What follows belongs to an exercise in optimizing a design on an open flow for small area and a short achievable clock period; a production flow would make more cautious choices. The RTL was checked by simulation tests, not by an equivalence proof against the original design. Power and IR drop assume default switching activity.

## flow/flow/run.sh

```bash
#!/bin/bash
set -euo pipefail
MARGIN=24.5
bash standard.sh ADDER_MAP_FILE= SETUP_SLACK_MARGIN=$MARGIN \
  "BUFFER_PORTS_ARGS=-buffer_cell sky130_fd_sc_hd__buf_2" finish > standard_make.log 2>&1
```

## flow/standard.sh

```bash
#!/bin/bash
# synth_recipe.tcl (not shown) runs the flow's synth.tcl, then flattens the netlist and writes it again
# the make line also repeats each setting of config.mk as NAME=value (left out here)
make -C /OpenROAD-flow-scripts/flow DESIGN_CONFIG=/design/flow/config.mk WORK_HOME=/design/flow/orfs CLKGATE_MAP_FILE= SYNTH_SCRIPT=/design/flow/synth_recipe.tcl "${@:-finish}"
```

## flow/config.mk

```make
export PLATFORM = sky130hd
export DESIGN_NAME = ALU_TOP
export DESIGN_NICKNAME = ALU_TOP
export VERILOG_FILES = /design/flow/design.v
export SDC_FILE = /design/flow/constraint.sdc
export NUM_CORES = 4
export LEC_CHECK = 0
export ABC_AREA = 1
export CAP_MARGIN = 20
export CORE_MARGIN = 2
export CORE_UTILIZATION = 60
export SLEW_MARGIN = 20
export TNS_END_PERCENT = 0
```

## flow/constraint.sdc

```tcl
create_clock -name core_clock -period 38.0 [get_ports {CLK}]
set_input_delay 7.6000 -clock core_clock [delete_from_list [all_inputs] [get_ports {CLK}]]
set_output_delay 7.6000 -clock core_clock [all_outputs]
set_load 0.01 [all_outputs]
```

## flow/design.v

```verilog
module SUBW #(
  parameter W = 8,
  parameter PREFIX = 0       
  ) (
  input  wire [W-1:0] x,
  input  wire [W-1:0] y,
  output wire [W-1:0] d,
  output wire         bo
  );
  localparam L = (W <= 2) ? 1 : (W <= 4) ? 2 : (W <= 8) ? 3 : (W <= 16) ? 4 : 5;
  wire [W-1:0] G [0:2*L];
  wire [W-1:0] P [0:2*L];
  assign G[0] = ~x & y;
  assign P[0] = ~x | y;
  genvar l, j;
  generate
    if (PREFIX == 3) begin : g_op
      assign {bo, d} = {1'b0, x} - {1'b0, y};
    end else begin : g_pf
      for (l = 0; l < 2 * L; l = l + 1) begin : g_lvl
        for (j = 0; j < W; j = j + 1) begin : g_bit
          localparam integer K =
            (PREFIX == 0) ? ((l < L && j >= (1 << l)) ? j - (1 << l) : -1) :
            (PREFIX == 1) ? ((l < L && ((j >> l) & 1)) ? ((j >> l) << l) - 1 : -1) :
            (l < L) ? (((j + 1) % (2 << l) == 0) ? j - (1 << l) : -1) :
            (l < 2 * L - 1) ?
              (((j + 1) % (2 << (2 * L - 2 - l)) == (1 << (2 * L - 2 - l)) &&
                j >= (2 << (2 * L - 2 - l))) ? j - (1 << (2 * L - 2 - l)) : -1) : -1;
          if (K >= 0) begin : g_c
            assign G[l+1][j] = G[l][j] | (P[l][j] & G[l][K]);
            assign P[l+1][j] = P[l][j] & P[l][K];
          end else begin : g_p
            assign G[l+1][j] = G[l][j];
            assign P[l+1][j] = P[l][j];
          end
        end
      end
      wire [W:0] c = {G[2*L], 1'b0};
      wire [W-1:0] xy = x ^ y;
      assign d  = xy ^ c[W-1:0];
      assign bo = c[W];
    end
  endgenerate
endmodule
module DIV_R4 #(
  parameter FIRST = 0,
  parameter LAST = 15,
  parameter PREFIX = 1,
  parameter HI3_FROM_B = 0    
  ) (
  input  wire [15:0] a,
  input  wire [15:0] b,
  input  wire [17:0] b3,      
  input  wire [15:0] r_in,
  output wire [15:0] q,
  output wire [15:0] r_out
  );
  wire [16:0] b2 = {b, 1'b0};
  wire [18:0] hi1, hi2, hi3;
  wire [17:0] b1x = {2'b00, b};
  wire [17:0] b2x = {1'b0, b2};
  genvar w;
  generate
    for (w = 0; w <= 18; w = w + 1) begin : g_hi
      if (w == 18) begin : g_top
        assign hi1[w] = 1'b0;
        assign hi2[w] = 1'b0;
        assign hi3[w] = 1'b0;
      end else begin : g_or
        assign hi1[w] = |b1x[17:w];
        assign hi2[w] = |b2x[17:w];
        if (HI3_FROM_B) begin : g_cmp
          assign hi3[w] = ({16'd0, b} >= (((32'd1 << w) + 32'd2) / 32'd3));
        end else begin : g_b3
          assign hi3[w] = |b3[17:w];
        end
      end
    end
  endgenerate
  wire [15:0] r [FIRST:LAST + 2];
  assign r[FIRST] = r_in;
  genvar s;
  generate
    for (s = FIRST; s <= LAST; s = s + 2) begin : g_step
      localparam W = s + 2;
      wire [W-1:0] x;
      if (s == 0) begin : g_x0
        assign x = a[15:14];
      end else begin : g_xn
        assign x = {r[s][s-1:0], a[15-s], a[14-s]};
      end
      wire [W-1:0] d1, d2, d3;
      wire bo1, bo2, bo3;
      SUBW #(.W(W), .PREFIX(PREFIX)) U_s1 (.x(x), .y(b [W-1:0]), .d(d1), .bo(bo1));
      SUBW #(.W(W), .PREFIX(PREFIX)) U_s2 (.x(x), .y(b2[W-1:0]), .d(d2), .bo(bo2));
      SUBW #(.W(W), .PREFIX(PREFIX)) U_s3 (.x(x), .y(b3[W-1:0]), .d(d3), .bo(bo3));
      wire ge1 = ~bo1 & ~hi1[W];
      wire ge2 = ~bo2 & ~hi2[W];
      wire ge3 = ~bo3 & ~hi3[W];
      assign q[15-s] = ge2;
      assign q[14-s] = ge3 | (ge1 & ~ge2);
      wire [W-1:0] rn = ge3 ? d3 : ge2 ? d2 : ge1 ? d1 : x;
      if (W >= 16) begin : g_last
        assign r[s+2] = rn[15:0];
      end else begin : g_mid
        assign r[s+2] = {{(16-W){1'b0}}, rn};
      end
    end
  endgenerate
  assign r_out = r[LAST + 1];
  genvar u;
  generate
    for (u = 0; u < 16; u = u + 1) begin : g_q
      if (u > 15 - FIRST || u < 15 - LAST) begin : g_z
        assign q[u] = 1'b0;
      end
    end
  endgenerate
endmodule
module CSA17 (
  input  wire [16:0] x,
  input  wire [16:0] y,
  input  wire [16:0] z,
  output wire [16:0] s,
  output wire [16:0] c
  );
  assign s = x ^ y ^ z;
  wire [16:0] m = (x & y) | (x & z) | (y & z);
  assign c = {m[15:0], 1'b0};
endmodule
module MUL_LO17 (
  input  wire [15:0] a,
  input  wire [15:0] b,
  output wire [16:0] p
  );
  wire [16:0] v [0:15];
  genvar i;
  generate
    for (i = 0; i < 16; i = i + 1) begin : g_pp
      assign v[i] = b[i] ? ({1'b0, a} << i) : 17'd0;
    end
  endgenerate
  wire [16:0] a0, a1, a2, a3, a4, a5, a6, a7, a8, a9;
  CSA17 U_l1a (.x(v[0]),  .y(v[1]),  .z(v[2]),  .s(a0), .c(a1));
  CSA17 U_l1b (.x(v[3]),  .y(v[4]),  .z(v[5]),  .s(a2), .c(a3));
  CSA17 U_l1c (.x(v[6]),  .y(v[7]),  .z(v[8]),  .s(a4), .c(a5));
  CSA17 U_l1d (.x(v[9]),  .y(v[10]), .z(v[11]), .s(a6), .c(a7));
  CSA17 U_l1e (.x(v[12]), .y(v[13]), .z(v[14]), .s(a8), .c(a9));
  wire [16:0] b0, b1, b2, b3, b4, b5;
  CSA17 U_l2a (.x(a0), .y(a1), .z(a2), .s(b0), .c(b1));
  CSA17 U_l2b (.x(a3), .y(a4), .z(a5), .s(b2), .c(b3));
  CSA17 U_l2c (.x(a6), .y(a7), .z(a8), .s(b4), .c(b5));
  wire [16:0] c0, c1, c2, c3;
  CSA17 U_l3a (.x(b0), .y(b1), .z(b2), .s(c0), .c(c1));
  CSA17 U_l3b (.x(b3), .y(b4), .z(b5), .s(c2), .c(c3));
  wire [16:0] d0, d1, d2, d3;
  CSA17 U_l4a (.x(c0), .y(c1), .z(c2), .s(d0), .c(d1));
  CSA17 U_l4b (.x(c3), .y(a9), .z(v[15]), .s(d2), .c(d3));
  wire [16:0] e0, e1, f0, f1;
  CSA17 U_l5 (.x(d0), .y(d1), .z(d2), .s(e0), .c(e1));
  CSA17 U_l6 (.x(e0), .y(e1), .z(d3), .s(f0), .c(f1));
  assign p = f0 + f1;
endmodule
module ALU_TOP #(
  parameter DATA_WIDTH = 16
  ) (
  input wire [DATA_WIDTH - 1 : 0] A,
  input wire [DATA_WIDTH - 1 : 0] B,
  input wire [3:0] ALU_FUN,
  input wire CLK,
  output wire [DATA_WIDTH - 1 : 0] Arith_OUT,
  output wire Carry_OUT,
  output wire Arith_Flag,
  output wire [DATA_WIDTH - 1 : 0] Logic_OUT,
  output wire Logic_Flag,
  output wire [DATA_WIDTH - 1 : 0] Shift_OUT,
  output wire Shift_Flag,
  output wire [DATA_WIDTH - 1 : 0] CMP_OUT,
  output wire CMP_Flag
  );
  localparam K = 10;    
  wire [15:0] q_pre;
  wire [15:0] r_pre;
  wire [17:0] b3_pre = {2'b00, B} + {1'b0, B, 1'b0};
  DIV_R4 #(.FIRST(0), .LAST(K - 1), .HI3_FROM_B(1)) U_div_pre (
    .a(A), .b(B), .b3(b3_pre), .r_in(16'd0), .q(q_pre), .r_out(r_pre)
  );
  reg [15:0] a_q, b_q;
  reg [3:0]  fun_q;
  reg [K-1:0] qh_q;
  reg [K-1:0] r_q;
  reg [17:0] b3_q;
  always @(posedge CLK) begin
    a_q   <= A;
    b_q   <= B;
    fun_q <= ALU_FUN;
    qh_q  <= q_pre[15:16-K];
    r_q   <= r_pre[K-1:0];
    b3_q  <= b3_pre;
  end
  wire [15:0] q_post;
  wire [15:0] r_post;
  DIV_R4 #(.FIRST(K), .LAST(15)) U_div_post (
    .a(a_q), .b(b_q), .b3(b3_q), .r_in({{(16-K){1'b0}}, r_q}), .q(q_post), .r_out(r_post)
  );
  wire [15:0] quot = {qh_q, q_post[15-K:0]};
  wire [16:0] sum  = {1'b0, a_q} + {1'b0, b_q};
  wire [16:0] dif  = {1'b0, a_q} - {1'b0, b_q};
  wire [16:0] prod;
  MUL_LO17 U_mul (.a(a_q), .b(b_q), .p(prod));
  wire sel_arith = (fun_q[3:2] == 2'b00);
  wire sel_logic = (fun_q[3:2] == 2'b01);
  wire sel_cmp   = (fun_q[3:2] == 2'b10);
  wire sel_shift = (fun_q[3:2] == 2'b11);
  reg [16:0] arith;
  always @(*) begin
    case (fun_q[1:0])
      2'b00: arith = sum;
      2'b01: arith = dif;
      2'b10: arith = prod;
      default: arith = {1'b0, quot};
    endcase
  end
  assign {Carry_OUT, Arith_OUT} = sel_arith ? arith : 17'd0;
  assign Arith_Flag = sel_arith;
  reg [15:0] logic_r;
  always @(*) begin
    case (fun_q[1:0])
      2'b00: logic_r = a_q & b_q;
      2'b01: logic_r = a_q | b_q;
      2'b10: logic_r = ~(a_q & b_q);
      default: logic_r = ~(a_q | b_q);
    endcase
  end
  assign Logic_OUT  = sel_logic ? logic_r : 16'd0;
  assign Logic_Flag = sel_logic;
  reg [1:0] cmp_r;
  always @(*) begin
    case (fun_q[1:0])
      2'b00: cmp_r = 2'd0;
      2'b01: cmp_r = (a_q == b_q) ? 2'd1 : 2'd0;
      2'b10: cmp_r = (a_q > b_q) ? 2'd2 : 2'd0;
      default: cmp_r = (a_q < b_q) ? 2'd3 : 2'd0;
    endcase
  end
  assign CMP_OUT  = sel_cmp ? {14'd0, cmp_r} : 16'd0;
  assign CMP_Flag = sel_cmp;
  reg [15:0] shift_r;
  always @(*) begin
    case (fun_q[1:0])
      2'b00: shift_r = a_q >> 1;
      2'b01: shift_r = a_q << 1;
      2'b10: shift_r = b_q >> 1;
      default: shift_r = b_q << 1;
    endcase
  end
  assign Shift_OUT  = sel_shift ? shift_r : 16'd0;
  assign Shift_Flag = sel_shift;
endmodule
```

==> summary.txt <==
## worst max path at each step
stage / slack, ns / endpoint / cells past startpoint / start
after floorplan: 26.05 / Arith_OUT[1] / 43 / b_q[1]$_DFF_P_
after detailed placement: 23.48 / Arith_OUT[0] / 37 / b_q[1]$_DFF_P_
after global placement: 23.67 / Arith_OUT[0] / 35 / a_q[5]$_DFF_P_
final: 24.57 / Arith_OUT[0] / 35 / b3_q[0]$_DFF_P_
after global routing: 24.30 / Arith_OUT[0] / 43 / b_q[1]$_DFF_P_
after CTS: 24.50 / Arith_OUT[0] / 39 / b_q[1]$_DFF_P_
## registers in the layout, indices dropped and copies added, names as in the netlist
signal  cells
qh_q       10
b3_q       18
a_q        16
fun_q       4
b_q        15
r_q        10
## power by group through the flow
| stage | combinational, W | sequential [W] | clock [W] |
|---|---|---|---|
| 6_report | 0.000504 | 0.0000929 | 0.0000901 |
| 5_1_grt | 0.000554 | 0.0000931 | 0.0000921 |
| 4_1_cts | 0.000460 | 0.0000925 | 0.0000890 |
| 3_5_place_dp | 0.000451 | 0.0000945 | 0 |
| 3_3_place_gp | 0.000438 | 0.0000945 | 0 |
| 2_1_floorplan | 0.000357 | 0.0000871 | 0 |
## final cells by class
cell class / count / area [sq um] / share of cell area
Timing Repair inverter: 1 / 6.26 / 0.000313
Inverter: 509 / 1970 / 0.0986
Tap cell: 384 / 480 / 0.0240
Clock inverter: 7 / 77.6 / 0.00388
Sequential cell: 73 / 1510 / 0.0753
Multi-Input combinational cell: 2794 / 14300 / 0.716
Antenna cell: 2 / 5.00 / 0.000250
Clock buffer: 9 / 225 / 0.0113
Timing Repair Buffer: 195 / 1410 / 0.0705
## worst max-delay path, delay by kind of cell (launching register included)
kind,cells,cell delay [ns]
DFF,1,0.37
AOI/OAI and AO/OA,14,2.62
and+or+nand+nor,16,1.77
buffers and inverters,5,0.66
## cells by family (layout without fill, tap and decap cells)
| kind of cell | count (synthesis) | count (layout) | synth area share |
|---|---|---|---|
| XOR/XNOR | 231 | 231 | 0.114 |
| flip-flops | 73 | 73 | 0.0823 |
| buffers and inverters | 628 | 721 | 0.143 |
| AND/OR/NAND/NOR | 2031 | 2035 | 0.493 |
| adder cells (fa/ha/maj) | 1 | 1 | 0.000564 |
| other | 1 | 16 | 0.000211 |
| AO/OA/AOI/OAI | 512 | 513 | 0.166 |
## repair_timing
item | 4_1_cts | 5_1_grt
pin swaps | 6 | 38
setup endpoints to repair | 8 | 16
gates resized for setup | 48 | 131
setup buffers | 18 | 64
gates cloned | 4 | 4
## routing by layer
layer	vias to the layer above	global-route usage
met5	-	0
met2	1751	0.724
met1	10600	0.535
met4	2	0.292
li1	11200	-
met3	533	0.108
## through the flow
stage	utilization	instance area (sq um)	setup WS, ns	instances
2_1_floorplan	-	17800	26.05	3490
3_3_place_gp	0.631	18300	23.67	3865
3_5_place_dp	0.632	18300	23.48	3866
4_1_cts	0.655	18900	24.50	3904
5_1_grt	0.691	20000	24.30	3973
6_report	0.691	20000	24.57	3974
## layout by cell type (no fill, tap or decap), drive strengths merged, types with 3 or more instances in the layout
master,n
nand2,1240
o21ai,197
o22ai,26
a21boi,7
o211ai,10
clkinvlp,15
nor3,10
nor2,413
a41oi,8
conb,14
a211oi,3
o221ai,14
xor2,164
or2,45
a22oi,4
xnor2,67
o311ai,4
nand3,255
dfxtp,73
a31oi,26
inv,499
nand3b,18
clkbuf,13
a21o,4
nand4,46
o21bai,9
buf,191
a21oi,193
nor4,3
==> summary.txt <==
- Status: complete, no violations
- Flop pwr share: 0.135
- Worst path required time: a little over 30 ns
- Die Y: between 150 and 200 microns
- Max Cap Violations: 0
- DRC violations left: 0
- Cell with the most instances after synthesis: nand2_1
- Leakage: around 11 nW
- Largest stage delay, worst path: roughly 0.37 ns
- Hold Path Sink: a_q[3]$_DFF_P_
- Synthesized area per cell: 5.11 sq um
- # hold bufs at CTS: 0
- CP Data Arrival Time: approximately 6 ns
- M1 wire length: 26500 microns
- Least-Margin Pin Slew: slightly above 1 ns
- #FFs+latches synth: 73
- Fmax: roughly 0.074 GHz
- Min Tclk post-route: around 13 ns
- Total vias in the final route: 24100
- Setup violations, final: 0
- Area growth, synth to finish: 12.6%
- Bufs on Longest Clock Path: 2
- Setup tns final: 0 ns
- Synth top area share: 0.249
- Largest net degree at the start of global routing: 38
- Clock H-tree levels: 3
- Clock share of power: 0.131
- Global Route Usage Sum: 0.450
- Syn. warnings: 12
- Fin nets: around 3600
- Area leader, netlist: nand2_1
- Chip Width: ~180 microns
- Hold path cells: 1
- Root Buffer: clkbuf_16
- Worst Hold Class: in -> reg
- CP startpoint kind: flop
- Power Internal: between 0.0003 and 0.0004 W
- Most common cell on crit path: nand2_1
- Cts bufs inserted: 9
- Hold path startpoint: A[3]
- Clk pin slew, worst setup/hold paths: 0.07 ns
- Initial antenna violation count: 2
- Post-synth EDFFs: 0
- Mean routed wirelength per cell: ~19 microns
- Global route overflow: 0
- Sw frac: 0.553
- Hold Slack: between 7 and 8 ns
- Worst path slowest cell: dfxtp_4
- WL met2: about 31000 microns
- Routability cong.: approximately 1.0
- Gate power share: 0.734
- DRT Pass-1 Iters: 10
- FILL cells: 2736
- Unrepaired setup endpoints after global routing: true
- Port bufs: 91
- Fraction of synthesis flops using an asynchronous set or reset pin: 0
- Routed Antenna Nets: 0
- Final Hold Viols: 0
- Placement row count: 62
- Cell Pwr Density: 34.4 mW/mm^2
- Synth area leaders: nand2_1 25%, inv_1 9.9%, dfxtp_1 8.2%
- Crit Path Class: reg -> out
- 1st-iter DRT viols: about 3700
- Synth cell types: just over 60
- Critical path peak fanout: 14
- Most used flip-flop cell after synthesis: dfxtp_1
- P_sw: 0.000380 W
- Final wirelength: about 74000 microns
- Post-Syn Area: ~0.018 sq mm
- Vias in the first global route: ~21000
- Routed vias/inst: ~6
- Period utilisation layout: 0.353
- Post-synthesis sequential area ratio: 0.0823
- First-pass GRT wire length: between 100000 and 150000 microns
- I/O pin count: ~110
- Initial Util: 0.614
- Peak supply drop: 0.0320 mV
- Relative slew slack: 0.315
- Post-synth top cells: 1177 x nand2_1, 468 x inv_1, 389 x nor2_1, 231 x nand3_1, 181 x a21oi_1
- Final HPWL DP: around 54000 microns
- Mapped Cells: approximately 3500
- Layout cell share with drive strength beyond 1: 0.147
- CTS tree: done
- Total power: 0.000687 W
- Core area: 0.0289 sq mm
- DR top layer: met5
- Slew Limit Fails: 0
- Crit. End Element: primary output
- CTS sink cnt: 73
- DIE AREA: between 0.03 and 0.04 sq mm
- Met3 WL: 10000 microns

afterwards: timing with drivers on the ports:
Ports are ideal in the flow. The routed layout listed here was re-timed in OpenROAD.
Step 1, drivers: a clkbuf_16 drives CLK and a buf_2 each remaining input, both assumed.
Step 2 also shifts input and output timing later by t, the mid clock arrival at the registers, as if the neighbouring blocks saw the same clock.
Three values: no drivers, after step 1, after step 2; two values: the first two.
t (ns): 0.408
setup WS [ns]: 24.573 / 24.519 / 24.385
worst setup path after step 2: input to register
After both steps setup and hold are still met in this run. For this run, drivers alone change the setup slack by -0.054 ns; drivers and shift together by -0.188 ns.
